From an optimization exercise on the open Yosys and OpenROAD flow, aimed at small area, a short achievable clock period and few clock cycles; shortcuts taken in it are not production practice.
RTL that was checked went through simulation tests only; none was proved equivalent to the original.
Power and IR drop assume default switching activity.

==> cedar: inputs <==
==> flow/design.v (excerpt) <==
module CPU_TOP #(
    parameter DWidth = 32,
    parameter LbBits = 5,           
    parameter PfDist = 30           
)(
    input   logic                   clk_i,
    input   logic                   rst_ni,
    input   logic                   imem_ready_i,
    input   logic   [DWidth-1:0]    imem_rdata_i,
    output  logic   [DWidth-1:0]    imem_addr_o,
    output  logic                   imem_req_o,
    input   logic                   dmem_ready_i,
    input   logic   [DWidth-1:0]    dmem_rdata_i,
    output  logic   [DWidth-1:0]    dmem_wdata_o,
    output  logic   [DWidth-1:0]    dmem_addr_o,
    output  logic                   dmem_req_o,
    output  logic                   dmem_write_o
);
==> flow/config.mk <==
export PLATFORM = sky130hd
export DESIGN_NAME = CPU_TOP
export DESIGN_NICKNAME = CPU_TOP
export VERILOG_FILES = /design/flow/design.v
export SDC_FILE = /design/flow/constraint.sdc
export NUM_CORES = 8
export LEC_CHECK = 0
export CAP_MARGIN = 20
export CORE_MARGIN = 2
export CORE_UTILIZATION = 40
export CTS_CLUSTER_DIAMETER = 60
export CTS_CLUSTER_SIZE = 25
export PLACE_DENSITY = 0.6
export SETUP_SLACK_MARGIN = 5
export SLEW_MARGIN = 20
==> flow/constraint.sdc <==
create_clock -name core_clock -period 26.0 [get_ports {clk_i}]
set_input_delay 5.2000 -clock core_clock [delete_from_list [all_inputs] [get_ports {clk_i}]]
set_output_delay 5.2000 -clock core_clock [all_outputs]
set_load 0.01 [all_outputs]
run.sh (not shown) runs the stock make flow with config.mk's settings and CLKGATE_MAP_FILE= SYNTH_SCRIPT=/design/flow/synth_recipe.tcl, a recipe that flattens the netlist after the stock synthesis.
==> inputs of violet, as changes to cedar <==
--- a/flow/design.v
+++ b/flow/design.v
@@ -1132,31 +1132,28 @@
     logic   [LbBits:0]  d_ls;
     assign pf_this = (d_ra == '0) || ((d_ra < PfDist)     && (!loop_v || !d_ls[LbBits]));
     assign pf_next =                  (d_ra < PfDist - 1) && (!loop_v || d_ls < (1 << LbBits) - 1);
     assign imem_req_o  = ireq;
     assign imem_addr_o = {ra, 2'b00};
-    logic               ra_new, ra_keep, ireq_upd;
-    assign ra_new   = !restart && ready;
-    assign ra_keep  = !restart && !ready;
-    assign ireq_upd = !ireq || imem_ready_i;
-    always_ff @(posedge clk_i) begin
-        ra   <= {30{rst_ni}} & (({30{restart}} & fpc) | ({30{ra_new}} & hi_inc)
-                                | ({30{ra_keep}} & ra));
-        ireq <= rst_ni && (restart || (ireq_upd && (imem_ready_i ? pf_next : pf_this))
-                                   || (!ireq_upd && ireq));
-    end
     always_ff @(posedge clk_i or negedge rst_ni) begin
         if (!rst_ni) begin
+            ra    <= '0;
             hi    <= '0;
             cnt   <= '0;
+            ireq  <= 1'b0;
             rdy_q <= 1'b0;
         end else if (restart) begin
+            ra    <= fpc;
             hi    <= fpc;
             cnt   <= '0;
+            ireq  <= 1'b1;
             rdy_q <= 1'b0;
         end else begin
             rdy_q <= ready;
+            if (ready) ra <= hi_inc;
+            if (!ireq || imem_ready_i)
+                ireq <= imem_ready_i ? pf_next : pf_this;
             if (rdy_q) begin
                 hi  <= hi_inc;
                 cnt <= cnt[LbBits] ? cnt : cnt + 1'b1;
             end
         end
@@ -1451,36 +1448,44 @@
     assign mem_issue = ex_fire && mem_op;
     assign to_port   = !dreq || dmem_ready_i;
     assign st_data   = f3[1] ? rv2 : f3[0] ? {{16{rv2[15]}}, rv2[15:0]} : {{24{rv2[7]}}, rv2[7:0]};
     always_ff @(posedge clk_i or negedge rst_ni) begin
         if (!rst_ni) begin
+            dreq    <= 1'b0;
             ld_pend <= 1'b0;
             q_v     <= 1'b0;
         end else if (mem_issue) begin
             if (to_port) begin
+                dreq    <= 1'b1;
                 ld_pend <= is_ld;
             end else begin
                 q_v     <= 1'b1;
             end
         end else if (dmem_ready_i) begin
             if (q_v) begin
                 ld_pend <= !q_we;
                 q_v     <= 1'b0;
             end else begin
+                dreq    <= 1'b0;
                 ld_pend <= 1'b0;
             end
         end
     end
-    logic           d_ld_ex, d_ld_q, d_keep;
-    assign d_ld_ex = mem_issue && to_port;
-    assign d_ld_q  = dmem_ready_i && q_v;
-    assign d_keep  = !d_ld_ex && !d_ld_q;
-    always_ff @(posedge clk_i) begin
-        dreq   <= rst_ni && (mem_issue || d_ld_q || (!dmem_ready_i && dreq));
-        daddr  <= ({32{d_ld_ex}} & addsub[31:0]) | ({32{d_ld_q}} & q_addr)  | ({32{d_keep}} & daddr);
-        dwdata <= ({32{d_ld_ex}} & st_data)      | ({32{d_ld_q}} & q_wdata) | ({32{d_keep}} & dwdata);
-        dwe    <= (d_ld_ex && is_st) || (d_ld_q && q_we) || (d_keep && dwe);
+    always_ff @(posedge clk_i or negedge rst_ni) begin
+        if (!rst_ni) begin
+            daddr  <= '0;
+            dwe    <= 1'b0;
+            dwdata <= '0;
+        end else if (mem_issue && to_port) begin
+            daddr  <= addsub[31:0];
+            dwe    <= is_st;
+            dwdata <= st_data;
+        end else if (dmem_ready_i && q_v) begin
+            daddr  <= q_addr;
+            dwe    <= q_we;
+            dwdata <= q_wdata;
+        end
     end
     always_ff @(posedge clk_i) begin
         if (mem_issue && to_port) begin
             ld_rd  <= rd;
             ld_f3  <= f3[1:0];
==> flow/flow/run.sh (new file) <==
#!/bin/bash
# The standard ORFS layout (standard.sh), with its timing repair aiming for
# setup slack well beyond the design's clock period, so that the resizer
# sizes and buffers the design for a shorter clock than 26 ns. Ports are
# buffered with buf_4 (every input and output still gets its buffer).
# Two hooks: after global placement, each output register is moved next to
# its port buffer (flow/post_gpl.tcl); after global routing, max slew / max
# capacitance are repaired again after the timing repair (flow/post_grt.tcl).
set -euo pipefail
bash standard.sh SETUP_SLACK_MARGIN=19.6 \
  BUFFER_PORTS_ARGS="-buffer_cell sky130_fd_sc_hd__buf_4" \
  POST_GLOBAL_PLACE_TCL="$PWD/flow/post_gpl.tcl" \
  POST_GLOBAL_ROUTE_TCL="$PWD/flow/post_grt.tcl" \
  finish > standard_flow.log 2>&1
==> flow/flow/post_gpl.tcl (new file) <==
# Hook run at the end of ORFS's global placement (POST_GLOBAL_PLACE_TCL).
# Each output port is driven by its port buffer, which global placement puts
# next to the pin; the flip-flop that drives that buffer is moved next to the
# buffer, so that the register-to-output path has no long wire. Detailed
# placement legalises the moved cells afterwards.
set block [ord::get_db_block]
set moved 0
foreach bterm [$block getBTerms] {
  if {[$bterm getIoType] != "OUTPUT"} { continue }
  set net [$bterm getNet]
  if {$net == "NULL"} { continue }
  set buf ""
  foreach it [$net getITerms] {
    if {[$it isOutputSignal]} { set buf [$it getInst] }
  }
  if {$buf == ""} { continue }
  set in_net ""
  foreach it [$buf getITerms] {
    if {[$it isInputSignal]} { set in_net [$it getNet] }
  }
  if {$in_net == "" || $in_net == "NULL"} { continue }
  set drv ""
  foreach it [$in_net getITerms] {
    if {[$it isOutputSignal]} { set drv [$it getInst] }
  }
  if {$drv == ""} { continue }
  if {![[$drv getMaster] isSequential]} { continue }
  set loc [$buf getLocation]
  $drv setLocation [lindex $loc 0] [lindex $loc 1]
  incr moved
}
puts "post-GPL: moved $moved output flip-flops next to their port buffers"
==> flow/flow/post_grt.tcl (new file) <==
# Hook run at the end of ORFS's global route step (POST_GLOBAL_ROUTE_TCL).
# The timing repair after global routing can leave a few nets over their
# max slew or max capacitance (for instance when it clones a gate onto a
# weak driver). Repair those nets again, as ORFS does before the timing
# repair, and re-legalise the placement and the global routes.
puts "post-GRT: repair_design after repair_timing"
report_check_types -max_slew -max_capacitance -violators
repair_design_helper
log_cmd global_route -start_incremental
log_cmd detailed_placement
log_cmd global_route -end_incremental \
  -congestion_report_file $::env(REPORTS_DIR)/congestion_post_grt_hook.rpt
log_cmd estimate_parasitics -global_routing
report_check_types -max_slew -max_capacitance -violators
==> flow/standard.sh (new file) <==
#!/bin/bash
# synth_recipe.tcl (not shown) runs the flow's synth.tcl, then flattens the netlist and writes it again
# the make line also repeats each setting of config.mk as NAME=value (left out here)
make -C /OpenROAD-flow-scripts/flow DESIGN_CONFIG=/design/flow/config.mk WORK_HOME=/design/flow/orfs CLKGATE_MAP_FILE= SYNTH_SCRIPT=/design/flow/synth_recipe.tcl "${@:-finish}"
- SETUP_SLACK_MARGIN: 5 -> unset
- TNS_END_PERCENT: unset -> 20
removed: flow/run.sh
==> comparison <==
Against cedar, the synthesized cell count of violet is lower by about 1.1%.
Between violet and cedar, the lower count of clock-buffer cells in the layout is in cedar (gap 10).
In violet the synthesized area is larger than in cedar, by about 0.7%.
In violet the cell count is higher than in cedar, by about 0.35%.
Between violet and cedar, the lower first-iteration DRC count is in cedar (gap 4.6%, measured against cedar).
Against cedar, the clock skew of violet is lower by 0.017 ns.
Of cedar and violet, violet has the higher wire length (gap 2.0%, measured against violet).
==> figures <==
Outcome: violet timing/DRC/antenna clean; cedar timing/DRC/antenna clean
Area of the die: violet 364,000 um2; cedar 361,000 um2
Power of the combinational group: violet 0.00650 W; cedar 0.00159 W
Synth cell types: violet 130; cedar 104
Number of logic stages on the critical path including buffering: violet 1; cedar 26
Share of the clock period used by the worst path: violet 0.261; cedar 0.414
Required time of the critical path: violet 20.80 ns; cedar 26.58 ns
Number of clock buffers in the layout: violet 250; cedar 240
Worst voltage drop across the vdd grid: violet 0.0000779 V; cedar 0.0000738 V
Multi-input comb cells: violet 6,541; cedar 6,655
R2r setup slk: violet 19.26 ns; cedar 15.24 ns
Count of buffer and inverter cells on the critical path: violet 1; cedar 4
Layout Skew: violet 0.0771 ns; cedar 0.0945 ns
Metal-1 WL: violet 197,000 um; cedar 200,000 um
Inserted Clock Buffers: violet 230; cedar 221
Initial core utilization: violet 0.401; cedar 0.401
Testbench counts of cedar, summed over its fixed seeds: cycles 174,517.
Testbench counts of violet, summed over its fixed seeds: cycles 174,517.


==> inputs of job 5354 <==
==> flow/design.v <==
module CPU_TOP #(
    parameter DWidth = 32,
    parameter LbBits = 5,           
    parameter PfDist = 19           
)(
    input   logic                   clk_i,
    input   logic                   rst_ni,
    input   logic                   imem_ready_i,
    input   logic   [DWidth-1:0]    imem_rdata_i,
    output  logic   [DWidth-1:0]    imem_addr_o,
    output  logic                   imem_req_o,
    input   logic                   dmem_ready_i,
    input   logic   [DWidth-1:0]    dmem_rdata_i,
    output  logic   [DWidth-1:0]    dmem_wdata_o,
    output  logic   [DWidth-1:0]    dmem_addr_o,
    output  logic                   dmem_req_o,
    output  logic                   dmem_write_o
);
    localparam logic [4:0] OP_LUI   = 5'b01101;
    localparam logic [4:0] OP_AUIPC = 5'b00101;
    localparam logic [4:0] OP_JAL   = 5'b11011;
    localparam logic [4:0] OP_JALR  = 5'b11001;
    localparam logic [4:0] OP_BR    = 5'b11000;
    localparam logic [4:0] OP_LD    = 5'b00000;
    localparam logic [4:0] OP_ST    = 5'b01000;
    localparam logic [4:0] OP_IMM   = 5'b00100;
    localparam logic [4:0] OP_REG   = 5'b01100;
    localparam logic [4:0] OP_SYS   = 5'b11100;
    logic   [29:0]  fpc;             
    logic   [29:0]  hi;              
    logic   [LbBits:0] cnt;          
    logic           ireq;
    logic   [31:0]  lbuf [0:(1<<LbBits)-1];
    logic   [29:0]  fdist;
    logic           at_hi, lb_hit, f_out, fill_done, byp;
    assign fdist      = hi - fpc;
    assign at_hi     = (fdist == 30'd0);
    assign lb_hit    = (fdist[29:LbBits+1] == '0) && (fdist[LbBits:0] != '0) && (fdist[LbBits:0] <= cnt);
    assign f_out     = !(lb_hit || at_hi);
    assign fill_done = ireq && imem_ready_i;
    assign byp       = fill_done && at_hi;
    assign imem_req_o  = ireq;
    assign imem_addr_o = {hi, 2'b00};
    always_ff @(posedge clk_i or negedge rst_ni) begin
        if (!rst_ni) begin
            ireq <= 1'b0;
            hi   <= '0;
            cnt  <= '0;
        end else if (!ireq || fill_done) begin
            if (f_out) begin
                hi   <= fpc;
                cnt  <= '0;
                ireq <= 1'b1;
            end else begin
                if (fill_done) begin
                    hi  <= hi + 30'd1;
                    cnt <= cnt[LbBits] ? cnt : cnt + 1'b1;
                end
                ireq <= fill_done ? (fdist < PfDist - 1) : (fdist < PfDist);
            end
        end
    end
    always_ff @(posedge clk_i) begin
        if (fill_done) lbuf[hi[LbBits-1:0]] <= imem_rdata_i;
    end
    logic   [31:0]  lword, fword;
    logic           favail, pred_tk;
    logic   [29:0]  pred_tgt;
    assign lword    = lbuf[fpc[LbBits-1:0]];
    assign fword    = byp ? imem_rdata_i : lword;
    assign favail   = lb_hit || byp;
    assign pred_tk  = lb_hit && (lword[6:0] == 7'b1100011) && lword[31];
    assign pred_tgt = fpc + {{20{lword[31]}}, lword[7], lword[30:25], lword[11:9]};
    logic   [31:0]  ir;
    logic   [29:0]  ir_pc;
    logic           ir_v, ir_pred;
    logic           ex_fire, redirect;
    logic   [29:0]  redir_tgt;
    always_ff @(posedge clk_i or negedge rst_ni) begin
        if (!rst_ni) begin
            ir_v <= 1'b0;
            fpc  <= '0;
        end else if (redirect) begin
            ir_v <= 1'b0;
            fpc  <= redir_tgt;
        end else if (!ir_v || ex_fire) begin
            ir_v <= favail;
            if (favail) fpc <= pred_tk ? pred_tgt : fpc + 30'd1;
        end
    end
    always_ff @(posedge clk_i) begin
        if ((!ir_v || ex_fire) && !redirect && favail) begin
            ir      <= fword;
            ir_pc   <= fpc;
            ir_pred <= pred_tk;
        end
    end
    logic   [4:0]   opc, rd, rs1a, rs2a;
    logic   [2:0]   f3;
    logic           is_lui, is_auipc, is_jal, is_jalr, is_br, is_ld, is_st;
    logic           is_imm, is_reg, is_sys, is_mul, is_alu;
    logic           uses_rs1, uses_rs2, writes_rd;
    assign opc  = ir[6:2];
    assign rd   = ir[11:7];
    assign f3   = ir[14:12];
    assign rs1a = ir[19:15];
    assign rs2a = ir[24:20];
    assign is_lui   = (opc == OP_LUI);
    assign is_auipc = (opc == OP_AUIPC);
    assign is_jal   = (opc == OP_JAL);
    assign is_jalr  = (opc == OP_JALR);
    assign is_br    = (opc == OP_BR);
    assign is_ld    = (opc == OP_LD);
    assign is_st    = (opc == OP_ST);
    assign is_imm   = (opc == OP_IMM);
    assign is_reg   = (opc == OP_REG);
    assign is_sys   = (opc == OP_SYS);
    assign is_mul   = is_reg && ir[25];
    assign is_alu   = is_imm || (is_reg && !ir[25]);
    assign uses_rs1  = is_jalr || is_br || is_ld || is_st || is_imm || is_reg;
    assign uses_rs2  = is_br || is_st || is_reg;
    assign writes_rd = (is_lui || is_auipc || is_jal || is_jalr || is_imm || is_reg || is_sys)
                       && (rd != 5'd0);
    logic   [31:0]  imm_i, imm_s, imm_u, imm;
    assign imm_i = {{20{ir[31]}}, ir[31:20]};
    assign imm_s = {{20{ir[31]}}, ir[31:25], ir[11:7]};
    assign imm_u = {ir[31:12], 12'h0};
    assign imm   = is_st ? imm_s : (is_lui || is_auipc) ? imm_u : imm_i;
    logic   [31:0]  rf [1:31];
    logic   [31:0]  rv1, rv2;
    assign rv1 = (rs1a == 5'd0) ? 32'd0 : rf[rs1a];
    assign rv2 = (rs2a == 5'd0) ? 32'd0 : rf[rs2a];
    logic   [31:0]  opa, opb;
    logic           do_sub;
    logic   [32:0]  addsub;
    logic           eq, ltu, lts;
    assign opa    = is_lui ? 32'd0 : is_auipc ? {ir_pc, 2'b00} : rv1;
    assign opb    = (is_reg || is_br) ? rv2 : imm;
    assign do_sub = is_br || (is_reg && ir[30] && (f3 == 3'b000))
                    || (is_alu && (f3[2:1] == 2'b01));
    assign addsub = {1'b0, opa} + {1'b0, do_sub ? ~opb : opb} + {32'd0, do_sub};
    assign eq     = (opa == opb);
    assign ltu    = !addsub[32];
    assign lts    = (opa[31] != opb[31]) ? opa[31] : addsub[31];
    logic   [31:0]  sh_in, sh_r, sh_l;
    logic   [32:0]  sh_x;
    always_comb begin
        for (int i = 0; i < 32; i++) sh_in[i] = (f3 == 3'b001) ? opa[31-i] : opa[i];
    end
    assign sh_x = $signed({ir[30] && (f3 == 3'b101) && opa[31], sh_in}) >>> opb[4:0];
    assign sh_r = sh_x[31:0];
    always_comb begin
        for (int i = 0; i < 32; i++) sh_l[i] = sh_r[31-i];
    end
    logic   [31:0]  alu_out;
    always_comb begin
        if (is_alu) begin
            unique case (f3)
                3'b000:  alu_out = addsub[31:0];
                3'b001:  alu_out = sh_l;
                3'b010:  alu_out = {31'd0, lts};
                3'b011:  alu_out = {31'd0, ltu};
                3'b100:  alu_out = opa ^ opb;
                3'b101:  alu_out = sh_r;
                3'b110:  alu_out = opa | opb;
                default: alu_out = opa & opb;
            endcase
        end else begin
            alu_out = addsub[31:0];
        end
    end
    logic   [1:0]   mstep;
    logic   [33:0]  macc;
    logic   [23:0]  mlo;
    logic   [32:0]  ma;
    logic   [8:0]   mb;
    logic   [41:0]  mprod, msum;
    logic   [31:0]  mul_res;
    assign ma = {(f3 != 3'b011) && rv1[31], rv1};
    always_comb begin
        unique case (mstep)
            2'd0:    mb = {1'b0, rv2[7:0]};
            2'd1:    mb = {1'b0, rv2[15:8]};
            2'd2:    mb = {1'b0, rv2[23:16]};
            default: mb = {!f3[1] && rv2[31], rv2[31:24]};
        endcase
    end
    assign mprod   = $signed(ma) * $signed(mb);
    assign msum    = $signed({{8{macc[33]}}, macc} & {42{mstep != 2'd0}}) + $signed(mprod);
    assign mul_res = (f3 == 3'b000) ? {msum[7:0], mlo} : msum[39:8];
    logic   [63:0]  mcycle, minstret;
    logic   [31:0]  csr_val;
    assign csr_val = ir[21] ? (ir[27] ? minstret[63:32] : minstret[31:0])
                            : (ir[27] ? mcycle[63:32]   : mcycle[31:0]);
    logic           br_tk;
    logic   [29:0]  link_w, pcrel_tgt;
    always_comb begin
        unique case (f3)
            3'b000:  br_tk = eq;
            3'b001:  br_tk = !eq;
            3'b100:  br_tk = lts;
            3'b101:  br_tk = !lts;
            3'b110:  br_tk = ltu;
            3'b111:  br_tk = !ltu;
            default: br_tk = 1'b0;
        endcase
    end
    assign link_w    = ir_pc + 30'd1;
    assign pcrel_tgt = ir_pc + (is_jal ? {{12{ir[31]}}, ir[19:12], ir[20], ir[30:22]}
                                       : {{20{ir[31]}}, ir[7], ir[30:25], ir[11:9]});
    assign redirect  = ex_fire && (is_jal || is_jalr || (is_br && (br_tk != ir_pred)));
    assign redir_tgt = is_jalr ? addsub[31:2] : (is_br && !br_tk) ? link_w : pcrel_tgt;
    logic           dreq, dwe;
    logic   [31:0]  daddr, dwdata;
    logic           ld_pend;
    logic   [4:0]   ld_rd;
    logic   [1:0]   ld_f3;
    logic           wb_v;
    logic   [4:0]   wb_rd;
    logic   [1:0]   wb_f3;
    logic   [31:0]  wb_raw, wb_data;
    logic           d_done, mem_op;
    assign dmem_req_o   = dreq;
    assign dmem_write_o = dwe;
    assign dmem_addr_o  = daddr;
    assign dmem_wdata_o = dwdata;
    assign d_done = dreq && dmem_ready_i;
    assign mem_op = is_ld || is_st;
    assign wb_data = wb_f3[1] ? wb_raw
                   : wb_f3[0] ? {{16{wb_raw[15]}}, wb_raw[15:0]}
                   :            {{24{wb_raw[7]}},  wb_raw[7:0]};
    logic           haz, stall, ex_wr;
    assign ex_wr = writes_rd && (!is_mul || (mstep == 2'd3));
    assign haz   = (ld_pend && (ld_rd != 5'd0) &&
                       ((uses_rs1 && rs1a == ld_rd) || (uses_rs2 && rs2a == ld_rd) ||
                        (writes_rd && rd == ld_rd)))
                || (wb_v && ((uses_rs1 && rs1a == wb_rd) || (uses_rs2 && rs2a == wb_rd) || ex_wr))
                || (mem_op && dreq && !dmem_ready_i);
    assign stall   = haz || (is_mul && (mstep != 2'd3));
    assign ex_fire = ir_v && !stall;
    always_ff @(posedge clk_i or negedge rst_ni) begin
        if (!rst_ni) begin
            dreq    <= 1'b0;
            ld_pend <= 1'b0;
            wb_v    <= 1'b0;
            mstep   <= '0;
        end else begin
            if (ex_fire && mem_op) dreq <= 1'b1;
            else if (d_done)       dreq <= 1'b0;
            if (ex_fire && is_ld)  ld_pend <= 1'b1;
            else if (d_done)       ld_pend <= 1'b0;
            wb_v <= d_done && ld_pend && (ld_rd != 5'd0);
            if (ir_v && is_mul && !haz) mstep <= mstep + 2'd1;
        end
    end
    always_ff @(posedge clk_i) begin
        if (ex_fire && mem_op) begin
            daddr  <= addsub[31:0];
            dwe    <= is_st;
            dwdata <= f3[1] ? rv2 : f3[0] ? {{16{rv2[15]}}, rv2[15:0]} : {{24{rv2[7]}}, rv2[7:0]};
        end
        if (ex_fire && is_ld) begin
            ld_rd <= rd;
            ld_f3 <= f3[1:0];
        end
        if (d_done) begin
            wb_rd  <= ld_rd;
            wb_f3  <= ld_f3;
            wb_raw <= dmem_rdata_i;
        end
        if (ir_v && is_mul && !haz) begin
            macc <= msum[41:8];
            mlo  <= {msum[7:0], mlo[23:8]};
        end
    end
    logic   [31:0]  wd;
    assign wd = is_mul ? mul_res : is_sys ? csr_val : (is_jal || is_jalr) ? {link_w, 2'b00} : alu_out;
    always_ff @(posedge clk_i) begin
        if (wb_v)
            rf[wb_rd] <= wb_data;
        else if (ex_fire && writes_rd)
            rf[rd] <= wd;
    end
    always_ff @(posedge clk_i or negedge rst_ni) begin
        if (!rst_ni) begin
            mcycle   <= '0;
            minstret <= '0;
        end else begin
            mcycle <= mcycle + 64'd1;
            if (ex_fire) minstret <= minstret + 64'd1;
        end
    end
endmodule
==> flow/run.sh <==
#!/bin/bash
# synth_recipe.tcl (not shown) runs the flow's synth.tcl, then flattens the netlist and writes it again
# the make line also repeats each setting of config.mk as NAME=value (left out here)
make -C /OpenROAD-flow-scripts/flow DESIGN_CONFIG=/design/flow/config.mk WORK_HOME=/design/flow/orfs CLKGATE_MAP_FILE= SYNTH_SCRIPT=/design/flow/synth_recipe.tcl finish
==> flow/config.mk <==
export PLATFORM = sky130hd
export DESIGN_NAME = CPU_TOP
export DESIGN_NICKNAME = CPU_TOP
export VERILOG_FILES = /design/flow/design.v
export SDC_FILE = /design/flow/constraint.sdc
export NUM_CORES = 8
export LEC_CHECK = 0
export CAP_MARGIN = 20
export CORE_MARGIN = 2
export CORE_UTILIZATION = 30
export PLACE_DENSITY = 0.5
export SETUP_SLACK_MARGIN = 0.4
export SLEW_MARGIN = 20
==> flow/constraint.sdc <==
create_clock -name core_clock -period 26.0 [get_ports {clk_i}]
set_input_delay 5.2000 -clock core_clock [delete_from_list [all_inputs] [get_ports {clk_i}]]
set_output_delay 5.2000 -clock core_clock [all_outputs]
set_load 0.01 [all_outputs]
==> job 151: changes against job 5354 <==
--- a/flow/design.v
+++ b/flow/design.v
@@ -1,7 +1,5 @@
 module CPU_TOP #(
-    parameter DWidth = 32,
-    parameter LbBits = 5,           
-    parameter PfDist = 19           
+    parameter DWidth = 32
 )(
     input   logic                   clk_i,
     input   logic                   rst_ni,
@@ -28,14 +26,14 @@
     localparam logic [4:0] OP_SYS   = 5'b11100;
     logic   [29:0]  fpc;             
     logic   [29:0]  hi;              
-    logic   [LbBits:0] cnt;          
+    logic   [4:0]   cnt;             
     logic           ireq;
-    logic   [31:0]  lbuf [0:(1<<LbBits)-1];
+    logic   [31:0]  lbuf [0:15];
     logic   [29:0]  fdist;
     logic           at_hi, lb_hit, f_out, fill_done, byp;
     assign fdist      = hi - fpc;
     assign at_hi     = (fdist == 30'd0);
-    assign lb_hit    = (fdist[29:LbBits+1] == '0) && (fdist[LbBits:0] != '0) && (fdist[LbBits:0] <= cnt);
+    assign lb_hit    = (fdist[29:5] == 25'd0) && (fdist[4:0] != 5'd0) && (fdist[4:0] <= cnt);
     assign f_out     = !(lb_hit || at_hi);
     assign fill_done = ireq && imem_ready_i;
     assign byp       = fill_done && at_hi;
@@ -54,19 +52,19 @@
             end else begin
                 if (fill_done) begin
                     hi  <= hi + 30'd1;
-                    cnt <= cnt[LbBits] ? cnt : cnt + 1'b1;
+                    cnt <= cnt[4] ? cnt : cnt + 5'd1;
                 end
-                ireq <= fill_done ? (fdist < PfDist - 1) : (fdist < PfDist);
+                ireq <= fill_done ? at_hi : (fdist[29:1] == 29'd0);
             end
         end
     end
     always_ff @(posedge clk_i) begin
-        if (fill_done) lbuf[hi[LbBits-1:0]] <= imem_rdata_i;
+        if (fill_done) lbuf[hi[3:0]] <= imem_rdata_i;
     end
     logic   [31:0]  lword, fword;
     logic           favail, pred_tk;
     logic   [29:0]  pred_tgt;
-    assign lword    = lbuf[fpc[LbBits-1:0]];
+    assign lword    = lbuf[fpc[3:0]];
     assign fword    = byp ? imem_rdata_i : lword;
     assign favail   = lb_hit || byp;
     assign pred_tk  = lb_hit && (lword[6:0] == 7'b1100011) && lword[31];
==> flow_results.org <==
** Routing
- Violation count after the first detailed-routing iteration :: 8628
- After detailed routing, the average wire length per cell comes to 31.67 um.
- Wire length on met3 :: 30200 um

** Finish
- Multi-input gates :: 5147
- The layout has 35343 filler cells.
- In the finished layout, the clock tree contains a buffer count of 256.
- Layout cells sized above 1 :: 19.02%
- Compared with the post-synthesis result, the final layout area differs by 14.18%.
- Finished Cell Area :: 126200 sq um
- Final #Nets :: 8916

** Synthesis
- Summing the areas of all and, or, nand and nor instances in the mapped netlist gives 7.703% of the synthesized area.
- The portion of synthesized area spent on multiplexers is 17.91%.
- Sorting the synthesized cells by how often they occur yields edfxtp_1 (1734), mux4_2 (733), nand2_1 (619).

** GRT
- In the global route stage, met1 resource usage came out at 29.29%.

** Power
- Reported clock group power :: 3.11 mW
- Areal power density over the cells :: 52.06 nW/um^2

** Setup path
- Cell depth of the worst setup path :: 36

** STA
- Portion of the clock cycle consumed by the worst path in the final layout :: 48.84%

** Clock tree
- Clock latency of the later-clocked register in the worst-skew pair :: 910 ps

** Run status
- The run finished with no timing, DRC or antenna violations.
(the above is from job 151)
==> flow_results.org <==
** Power
- In this run the power density over the cells is 56.85 nW/um^2.
- The clock network consumes a total of 4.03 mW.
- Leading power group :: registers

** Setup path
- Cell depth of the worst setup path :: 34
- The worst setup path is captured at a flop.

** Run status
- Result of the run :: finished clean

** Finish
- In the final layout, non-clock buffers account for 2.867% of the cell area.
- Clk_buf instances :: 368
- At the end of the flow, the number of nets in the layout was 9709.

** Synthesis
- Post-synth top cells :: edfxtp_1 (2246), mux4_2 (866), nand2_1 (610)
- Of the total synthesized cell area, the portion taken by AND, OR, NAND and NOR gates is 6.387%.

** STA
- Hold_ws :: 435.5 ps

** Routing
- In the final routed layout, each cell accounts on average for 32.19 um.
- Wire length on met3 :: 33710 um

** Clock tree
- Clock latency on the worst-skew pair, taken at its later pin, is 970 ps.

** GRT
- Met1 Track Usage GR :: 28.11%
(the above is from job 5354)
Testbench counts of job 5354, summed over its fixed seeds: cycles 191,576.
Function not checked in job 151: the RTL went through the layout flow alone.

## what the ideal ports hide
No port has a modelled driver above. Below, the same layouts with a new extraction and two added sets of constraints. Step 1: set_driving_cell puts a clkbuf_16 on clk_i and a buf_2 on each other input, an assumption about the parent block. Step 2 also shifts input and output timing later by t, the mid clock arrival at the registers, as if the neighbouring blocks saw the same clock. Slacks: ideal ports / drivers / drivers and shift; pairs: ideal ports / drivers.
| run | t, ns | slack for setup (ns) | cell pins on the clock port's net |
|---|---|---|---|
| cedar | 1.042 | 15.243 / 15.243 / 15.243 | 1 |
| violet | 1.056 | 19.224 / 19.120 / 18.558 | 1 |
| job 5354 | 1.021 | 12.876 / 12.876 / 12.876 | 1 |
| job 151 | 0.994 | 13.302 / 13.302 / 13.302 | 1 |
After both steps every run listed still meets setup and hold. The setup slack of violet, which loses most, moves by -0.104 ns with the drivers and by -0.666 ns with both steps.
